Source: an optimization exercise on an open RTL-to-GDS flow (aim: small area, a short achievable clock period and few clock cycles). Production flows keep margins and buffers that such runs may drop.
Function was checked by simulation only, so behaviour that the tests miss may differ from the original.
Power figures rest on the tool's default switching activity, not on a simulated workload.

==> flow/design.v <==
`timescale 1ns/10ps
module  ATCONV(
	input		clk,
	input		reset,
	output	reg	busy,	
	input		ready,	
	output reg	[11:0]	iaddr,
	input signed [12:0]	idata,
	output	reg 	cwr,
	output  reg	[11:0]	caddr_wr,
	output reg 	[12:0] 	cdata_wr,
	output	reg 	crd,
	output reg	[11:0] 	caddr_rd,
	input 	[12:0] 	cdata_rd,
	output reg 	csel
	);
integer idxZero=3'b000;
parameter A=4'd0,B=4'd1,C=4'd2,D=4'd3,E=4'd4,F=4'd5,G=4'd6,H=4'd7,I=4'd8,J=4'd9;
reg [3:0] state,next_state;
reg [11:0] i,j;
reg [12:0] select[8:0];
reg [3:0] ptrSelect;
reg [11:0] nextAddr[8:0];
reg [4:0] ptrNextAddr;
reg [12:0] tmpResult;
reg [12:0] ptrLayer0;
always@(posedge clk,posedge reset)
	if(reset) state <= J;
	else state <= next_state;
always@(*)
	case(state)
		J:next_state = A;
		A:next_state = B;
		B:begin
			if(ptrSelect == 4'd8)next_state = C;
			else next_state = B;
		end
		C:next_state = D;
		D:begin
			if(ptrLayer0 == 13'd4095) next_state = E;
			else next_state = A;
		end
		E:next_state = F;
		F:begin
			if(ptrSelect == 4'd3)next_state = G;
			else next_state = F;
		end
		G:next_state = H;
		H:begin
			if(ptrLayer0 == 13'd1023) next_state = I;
			else next_state = E;
		end
		default:next_state = J;
	endcase
always @(posedge clk,posedge reset)
	if(reset)begin
		busy <= 1'b0;
		iaddr <= 12'd0;
		cwr <= 1'b0;
		caddr_wr <= 12'd0;
		cdata_wr <= 13'd0;
		crd <= 1'b0;
		caddr_rd <= 12'd0;
		csel <= 1'b0;
		i <= 12'd0;
		j <= 12'd0;
		ptrSelect <= 4'd0;
		for(idxZero=0;idxZero<9;idxZero=idxZero+1)select[idxZero] <= 13'd0;
		ptrNextAddr <= 5'd0;
		for(idxZero=0;idxZero<9;idxZero=idxZero+1)nextAddr[idxZero] <= 12'd0;
		tmpResult <= 13'd0;
		ptrLayer0 <= 13'd0;
	end
	else
		case (state)
			J:begin
				cwr <= 1'b0;
			end
            A:begin
				busy <= 1'b1;
				iaddr <= nextAddr[ptrNextAddr];
				ptrNextAddr <= ptrNextAddr + 1'b1;
				nextAddr[0] <= nextAddr[0]+1'b1;
				if(i<12'd2 & j<12'd2)begin
					nextAddr[1] <= 12'd0;
					nextAddr[2] <= j;
					nextAddr[3] <= j+12'd2;
					nextAddr[4] <= i*12'd64;
					nextAddr[5] <= nextAddr[0]+12'd2;
					nextAddr[6] <= 12'd64*i+12'd128;
					nextAddr[7] <= nextAddr[0]+12'd128;
					nextAddr[8] <= nextAddr[0]+12'd130;
				end
				else if(i<12'd2 & j>12'd61)begin
					nextAddr[1] <= j-12'd2;
					nextAddr[2] <= j;
					nextAddr[3] <= 12'd63;
					nextAddr[4] <= nextAddr[0]-12'd2;
					nextAddr[5] <= i*12'd64+12'd63;
					nextAddr[6] <= nextAddr[0]+12'd126;
					nextAddr[7] <= nextAddr[0]+12'd128;
					nextAddr[8] <= 12'd64*i+12'd191;
				end
				else if(i>12'd61 & j<12'd2)begin
					nextAddr[1] <= 12'd64*i-12'd128;
					nextAddr[2] <= nextAddr[0]-12'd128;
					nextAddr[3] <= nextAddr[0]-12'd126;
					nextAddr[4] <= 12'd64*i;
					nextAddr[5] <= nextAddr[0]+12'd2;
					nextAddr[6] <= 12'd4032;
					nextAddr[7] <= 12'd4032+j;
					nextAddr[8] <= 12'd4034+j;
				end
				else if(i>12'd61 & j>12'd61)begin
					nextAddr[1] <= nextAddr[0]-12'd130;
					nextAddr[2] <= nextAddr[0]-12'd128;
					nextAddr[3] <= 12'd64*i-12'd65;
					nextAddr[4] <= nextAddr[0]-12'd2;
					nextAddr[5] <= 12'd64*i+12'd63;
					nextAddr[6] <= 12'd4030+j;
					nextAddr[7] <= 12'd4032+j;
					nextAddr[8] <= 12'd4095;
				end
				else if(i<12'd2)begin
					nextAddr[1] <= j-12'd2;
					nextAddr[2] <= j;
					nextAddr[3] <= j+12'd2;
					nextAddr[4] <= nextAddr[0]-12'd2;
					nextAddr[5] <= nextAddr[0]+12'd2;
					nextAddr[6] <= nextAddr[0]+12'd126;
					nextAddr[7] <= nextAddr[0]+12'd128;
					nextAddr[8] <= nextAddr[0]+12'd130;
				end
				else if(i>12'd61)begin
					nextAddr[1] <= nextAddr[0]-12'd130;
					nextAddr[2] <= nextAddr[0]-12'd128;
					nextAddr[3] <= nextAddr[0]-12'd126;
					nextAddr[4] <= nextAddr[0]-12'd2;
					nextAddr[5] <= nextAddr[0]+12'd2;
					nextAddr[6] <= 12'd4030+j;
					nextAddr[7] <= 12'd4032+j;
					nextAddr[8] <= 12'd4034+j;
				end
				else if(j>12'd61)begin
					nextAddr[1] <= nextAddr[0]-12'd130;
					nextAddr[2] <= nextAddr[0]-12'd128;
					nextAddr[3] <= 12'd64*i-12'd65;
					nextAddr[4] <= nextAddr[0]-12'd2;
					nextAddr[5] <= 12'd64*i+12'd63;
					nextAddr[6] <= nextAddr[0]+12'd126;
					nextAddr[7] <= nextAddr[0]+12'd128;
					nextAddr[8] <= 12'd64*i+12'd191;
				end
				else if(j<12'd2)begin
					nextAddr[1] <= 12'd64*i-12'd128;
					nextAddr[2] <= nextAddr[0]-12'd128;
					nextAddr[3] <= nextAddr[0]-12'd126;
					nextAddr[4] <= 12'd64*i;
					nextAddr[5] <= nextAddr[0]+12'd2;
					nextAddr[6] <= 12'd64*i+12'd128;
					nextAddr[7] <= nextAddr[0]+12'd128;
					nextAddr[8] <= nextAddr[0]+12'd130;
				end
				else begin
					nextAddr[1] <= nextAddr[0]-12'd130;
					nextAddr[2] <= nextAddr[0]-12'd128;
					nextAddr[3] <= nextAddr[0]-12'd126;
					nextAddr[4] <= nextAddr[0]-12'd2;
					nextAddr[5] <= nextAddr[0]+12'd2;
					nextAddr[6] <= nextAddr[0]+12'd126;
					nextAddr[7] <= nextAddr[0]+12'd128;
					nextAddr[8] <= nextAddr[0]+12'd130;
				end
				if(j==12'd63)begin
					if(i==12'd63)begin
						i <= 12'd0;
						j <= 12'd0;
					end
					else begin
						i <= i + 1'b1;
						j <= 12'd0;
					end 
				end
				else j <= j + 1'b1;
			end
			B:begin
				iaddr <= nextAddr[ptrNextAddr];
				select[ptrSelect] <= idata;
				ptrSelect <= ptrSelect + 1'b1;
				if(ptrNextAddr == 4'd8)ptrNextAddr <= 13'd0;
				else ptrNextAddr <= ptrNextAddr + 1'b1;
			end
			C:begin
				tmpResult <= (select[0]
								-{4'b0000,select[1][12:8],4'b0000}
								-{3'b000 ,select[2][12:7],4'b0000}
								-{4'b0000,select[3][12:8],4'b0000}
								-{2'b00  ,select[4][12:6],4'b0000}
								-{2'b00  ,select[5][12:6],4'b0000}
								-{4'b0000,select[6][12:8],4'b0000}
								-{3'b000 ,select[7][12:7],4'b0000}
								-{4'b0000,select[8][12:8],4'b0000})
								-
								({9'd0,select[1][7:4]}
								+{9'd0,select[2][6:4],1'd0}
								+{9'd0,select[3][7:4]}
								+{9'd0,select[4][5:4],2'd0}
								+{9'd0,select[5][5:4],2'd0}
								+{9'd0,select[6][7:4]}
								+{9'd0,select[7][6:4],1'd0}
								+{9'd0,select[8][7:4]})
								-13'd12;
			end
			D:begin
				cwr <= 1'b1;
				caddr_wr <= ptrLayer0;
				ptrLayer0 <= ptrLayer0 + 1'b1;
				ptrNextAddr <= 13'd0;
				ptrSelect <= 13'd0;
				if(tmpResult[12] == 1'd1) cdata_wr <= 13'd0;
				else cdata_wr <= tmpResult;
				if(next_state == E)begin
					i <= 13'd0;
					j <= 13'd1;
					ptrLayer0 <= 13'd0;
				end
				else begin
					i <= i;
					j <= j;
				end
			end
			E:begin
				csel <= 1'b0;
				cwr <= 1'b0;
				crd <= 1'b1;
				caddr_rd <= nextAddr[ptrNextAddr];
				ptrNextAddr <= ptrNextAddr + 1'd1;
				nextAddr[0] <= i*13'd128+j*13'd2;
				nextAddr[1] <= nextAddr[0] + 1'd1;
				nextAddr[2] <= nextAddr[0] + 13'd64;
				nextAddr[3] <= nextAddr[0] + 13'd65;
				if(j==12'd31)begin
					if(i==12'd31)begin
						i <= 12'd0;
						j <= 12'd0;
					end
					else begin
						i <= i + 1'b1;
						j <= 12'd0;
					end 
				end
				else j <= j + 1'd1;
			end
			F:begin
				caddr_rd <= nextAddr[ptrNextAddr];
				select[ptrSelect] <= cdata_rd;
				ptrSelect <= ptrSelect + 1'b1;
				if(ptrNextAddr == 4'd3)ptrNextAddr <= 13'd0;
				else ptrNextAddr <= ptrNextAddr + 1'b1;
			end
			G:begin
				csel <= 1'b1;
				crd <= 1'b0;
				if(select[0] >= select[1])select[0] <= select[0];
				else select[0] <= select[1];
				if(select[2] >= select[3])select[2] <= select[2];
				else select[2] <= select[3];
			end
			H:begin
				cwr <= 1'b1;
				caddr_wr <= ptrLayer0;
				ptrLayer0 <= ptrLayer0 + 1'b1;
				ptrNextAddr <= 13'd0;
				ptrSelect <= 13'd0;
				if(select[0] >= select[2])begin
					if(select[0][3:0] == 4'b0)cdata_wr <= select[0];
					else cdata_wr <= {select[0][12:4] + 1'b1 , 4'b0};
				end
				else begin
					if(select[2][3:0] == 4'b0)cdata_wr <= select[2];
					else cdata_wr <= {select[2][12:4] + 1'b1 , 4'b0};
				end
			end
            default:begin
				busy <= 1'b0;
			end
        endcase
endmodule
==> flow/run.sh <==
#!/bin/bash
# synth_recipe.tcl (not shown) runs the flow's synth.tcl, then flattens the netlist and writes it again
# the make line also repeats each setting of config.mk as NAME=value (left out here)
make -C /OpenROAD-flow-scripts/flow DESIGN_CONFIG=/design/flow/config.mk WORK_HOME=/design/flow/orfs CLKGATE_MAP_FILE= SYNTH_SCRIPT=/design/flow/synth_recipe.tcl finish
==> flow/config.mk <==
export PLATFORM = sky130hd
export DESIGN_NAME = ATCONV
export DESIGN_NICKNAME = ATCONV
export VERILOG_FILES = /design/flow/design.v
export SDC_FILE = /design/flow/constraint.sdc
export NUM_CORES = 4
export LEC_CHECK = 0
export CAP_MARGIN = 20
export CORE_MARGIN = 2
export CORE_UTILIZATION = 40
export SLEW_MARGIN = 20
==> flow/constraint.sdc <==
create_clock -name core_clock -period 6.0 [get_ports {clk}]
set_input_delay 1.2000 -clock core_clock [delete_from_list [all_inputs] [get_ports {clk}]]
set_output_delay 1.2000 -clock core_clock [all_outputs]
set_load 0.01 [all_outputs]
==> flow_metrics.py <==
metrics = {
    "outcome": {
        "outcome": "timing/DRC/antenna clean",
    },
    "timing": {
        "post-route-period-util_pct": 95.50,
        "setup_viol_count_final": 0,
        "peak_clock_frequency_supported_by_timing_ghz": 0.1745,
        "worst_slew_margin_rel_pct": 25.24,
        "finalCriticalPeriod_ns": 5.730,
        "max_slew.worst_pin.slew_ns": 1.090,
        "finalClockSkew_ns": 0.01528,
        "totalNegativeSetupSlack_ns": 0,
        "finalHoldViolCount": 0,
        "rsz_0062_raised_after_global_routing": "no",
        "timing_max_transition_violations_final": 0,
    },
    "floorplanning": {
        "io-pin-count": 82,
        "die_height_um": 236.0,
        "dieArea_mm2": 0.05568,
        "die_w_um": 236.0,
        "start_util_pct": 40.23,
        "row_count": 85,
        "fp.coreArea_mm2": 0.05350,
    },
    "route": {
        "route.antenna.remaining_nets": 0,
        "detail_route.drc_violations": 0,
        "routed_wl_um": 68330,
        "first_iter_violations": 1677,
        "vias_per_cell": 5.728,
        "detailroute.via_count": 18380,
        "route.detailed.wl_per_inst_um": 21.30,
        "drt-pass1-iter-count": 6,
    },
    "yosys": {
        "synth_async_sr_flop_share_pct": 100.0,
        "ys_warn_count": 3,
        "synth_sequential_area_ratio_pct": 37.33,
        "synth_cell_type_count": 75,
        "mapped_nets": 2707,
        "postSynth.topFlopCell": "dfrtp_1",
        "post_synth_inst_count": 2475,
        "number_of_flops_mapped_to_enable_cells_by_yosys": 0,
        "synth_register_bits": 321,
        "mappedNetlistArea_mm2": 0.02152,
        "postSynthAreaPerCell_um2": 8.696,
    },
    "finish": {
        "commonest_non_fill_non_tap_cell_in_the_layout": "nand2_1",
        "num_antenna_cells": 0,
        "filler_cell_count": 5222,
        "areaGrowthSynthToFinish_pct": 12.56,
        "seq_area_mm2": 0.008035,
        "layout-drive-gt1-share_pct": 6.409,
        "layout.core_utilization_pct": 45.29,
        "design.final.nets": 2714,
        "mostFrequentLayoutCells": "339 x nand2_1, 319 x dfrtp_1, 238 x inv_1, 238 x o21ai_0, 178 x nor2_1",
        "multiInputGateArea_mm2": 0.01204,
    },
    "setup_path": {
        "critPathKind": "reg -> reg",
        "worst_ep_arrival_time_ns": 6.12,
        "timing.critical_path.required_ns": 6.39,
        "r2r_cells": 18,
        "worst_setup_path_end_kind": "register",
        "start_kind": "register",
        "timing.critical_path.fanout_max": 4,
    },
    "clocking": {
        "cts_repair_resize_count": 0,
        "cts_tree": "done",
        "postCtsSetupRepairBufs": 0,
        "clkSinkCount": 321,
        "cts_inserted_buffers": 39,
        "clock_tree.root_cell": "clkbuf_16",
        "cts_max_level": 2,
        "clk_latency_ns": 0.57,
        "clkSlewWorstSetupHoldPaths_ns": 0.06,
        "cts-hold-fix-buffers": 0,
        "clock_tree.buffer_depth": 3,
    },
    "grt": {
        "grt_antenna_before_repair": 0,
        "first_global_vias": 18630,
        "grt_max_degree": 115,
        "grt_overflow": 0,
        "first_pass_grt_wire_length_um": 108000,
        "grt.total_usage_pct": 24.67,
    },
    "place": {
        "io_port_bufs": 80,
        "finalWeightedCongestion": 0.9275,
        "hpwl_detailed_um": 48570,
    },
    "power_and_ir_drop": {
        "total_leakage_power_nw": 10.95,
        "power.total_w": 0.007439,
        "vdd.ir_drop.worst_mv": 0.2737,
        "p_per_area_mw_per_mm2": 307.0,
    },
    "worst_hold_path": {
        "holdPathStages": 2,
        "worstHoldPathType": "reg -> reg",
    },
    "job": {
        "max-cap-violations": 0,
    },
}
cells in the mapped netlist, types with 34 or more instances:
library cell,number,area share [%]
clkbuf_1,127,2.2
a31oi_1,35,1.0
xor2_1,37,1.5
xnor2_1,91,3.7
nand2_1,340,5.9
nand3_1,54,1.3
o21ai_0,239,5.6
ha_1,140,8.1
nor3_1,42,0.98
fa_1,63,5.9
nor2_1,179,3.1
inv_1,239,4.2
mux2i_1,34,1.6
dfrtp_1,319,37
a21oi_1,127,3.0
registers in the layout (all words and copies together), names as in the netlist, 4 cells and up:
name / count
nextAddr: 108
select: 97
cdata_wr: 13
ptrLayer0: 13
tmpResult: 13
caddr_rd: 12
caddr_wr: 12
i: 12
iaddr: 12
j: 12
ptrNextAddr: 5
ptrSelect: 4
state: 4
stage by stage:
stage          worst slack [ns]  instances  hold slack (ns)  cell area (µm²)
2_1_floorplan            0.5208       2475           0.4384            21530
3_3_place_gp             0.3838       3137           0.4588            22970
3_5_place_dp             0.3438       3137           0.4618            22970
4_1_cts                  0.3247       3208           0.4762            24220
5_1_grt                 0.02201       3208           0.4945            24230
6_report                 0.2703       3208           0.4747            24230
where the power goes:
group	internal, W	leakage (nW)	switching (W)
registers	0.00228	4.08	0.000103
logic	0.00117	6.26	0.00152
clock network	0.00138	0.617	0.000979
final timing paths:
| check | from | endpoint | slack (ns) |
|---|---|---|---|
| max | select[3][9] | tmpResult[11] | 0.27 |
| min | caddr_wr[1] | caddr_wr[1] | 0.47 |
| max reg2reg | select[3][9] | tmpResult[11] | 0.27 |
| min reg2reg | caddr_wr[1] | caddr_wr[1] | 0.47 |
| max in group asynchronous | reset | select[4][12] | 3.48 |
| min in group asynchronous | reset | select[6][4] | 1.13 |
cell type report:
| type | instances | area share [%] |
|---|---|---|
| clock buffer | 57 | 4.596 |
| clock inverter | 14 | 0.5681 |
| inverter | 241 | 3.749 |
| multi-input combinational | 1758 | 49.70 |
| sequential | 321 | 33.17 |
| tap | 696 | 3.594 |
| timing repair buffer | 121 | 4.627 |
worst max-delay path: stages, from the launching register on:
cell	delay (ns)
dfrtp_1	0.37
inv_1	0.09
fa_1	0.55
inv_1	0.06
fa_1	0.58
fa_1	0.45
fa_1	0.49
inv_1	0.05
fa_1	0.53
inv_1	0.06
fa_1	0.54
inv_1	0.05
ha_1	0.34
o21ai_0	0.09
nor2_1	0.09
o31a_1	0.31
o41ai_1	0.51
mux2i_1	0.26
o311ai_0	0.17
cells by family after synthesis:
group           share of synthesized area, %
fa+ha+maj                              14.00
buf+inv                                6.976
flops                                  37.33
xor+xnor                               5.209
compound gates                         18.90
simple gates                           15.59
mux                                    2.000
routing by layer:
metal,GRT usage (%),up-vias,wire length (µm)
li1,-,8548,-
met1,31.33,8961,28340
met2,41.94,692,32650
met3,3.382,174,4205
met4,10.89,0,3139
met5,0,-,0
Testbench counts, summed over its fixed seeds: cycles 450,584.

[port drivers added, routing unchanged]
The results above use ideal ports. As a check the final layout listed here was re-extracted and re-timed, cells and wires unchanged.
Step 1 sets driving cells, clkbuf_16 on the clock port and buf_2 on the other inputs (assumed; they add their load-dependent delay and slew).
Step 2 times the ports against the registers' clock, not the clock port: input delays grow and output delays shrink by t, the midpoint of the rising clock arrivals with the driver on.
Three values: no drivers, after step 1, after step 2; two values: the first two.
t, ns: 0.615
setup WS [ns]: 0.270 / 0.270 / 0.270
worst setup path after step 2: register to register
worst data-port slew with drivers (ns): 0.04
pins driven straight from the clock port: 1
After both steps this run still meets setup and hold. The setup slack of this run moves by 0.000 ns with the drivers and by 0.000 ns with both steps.
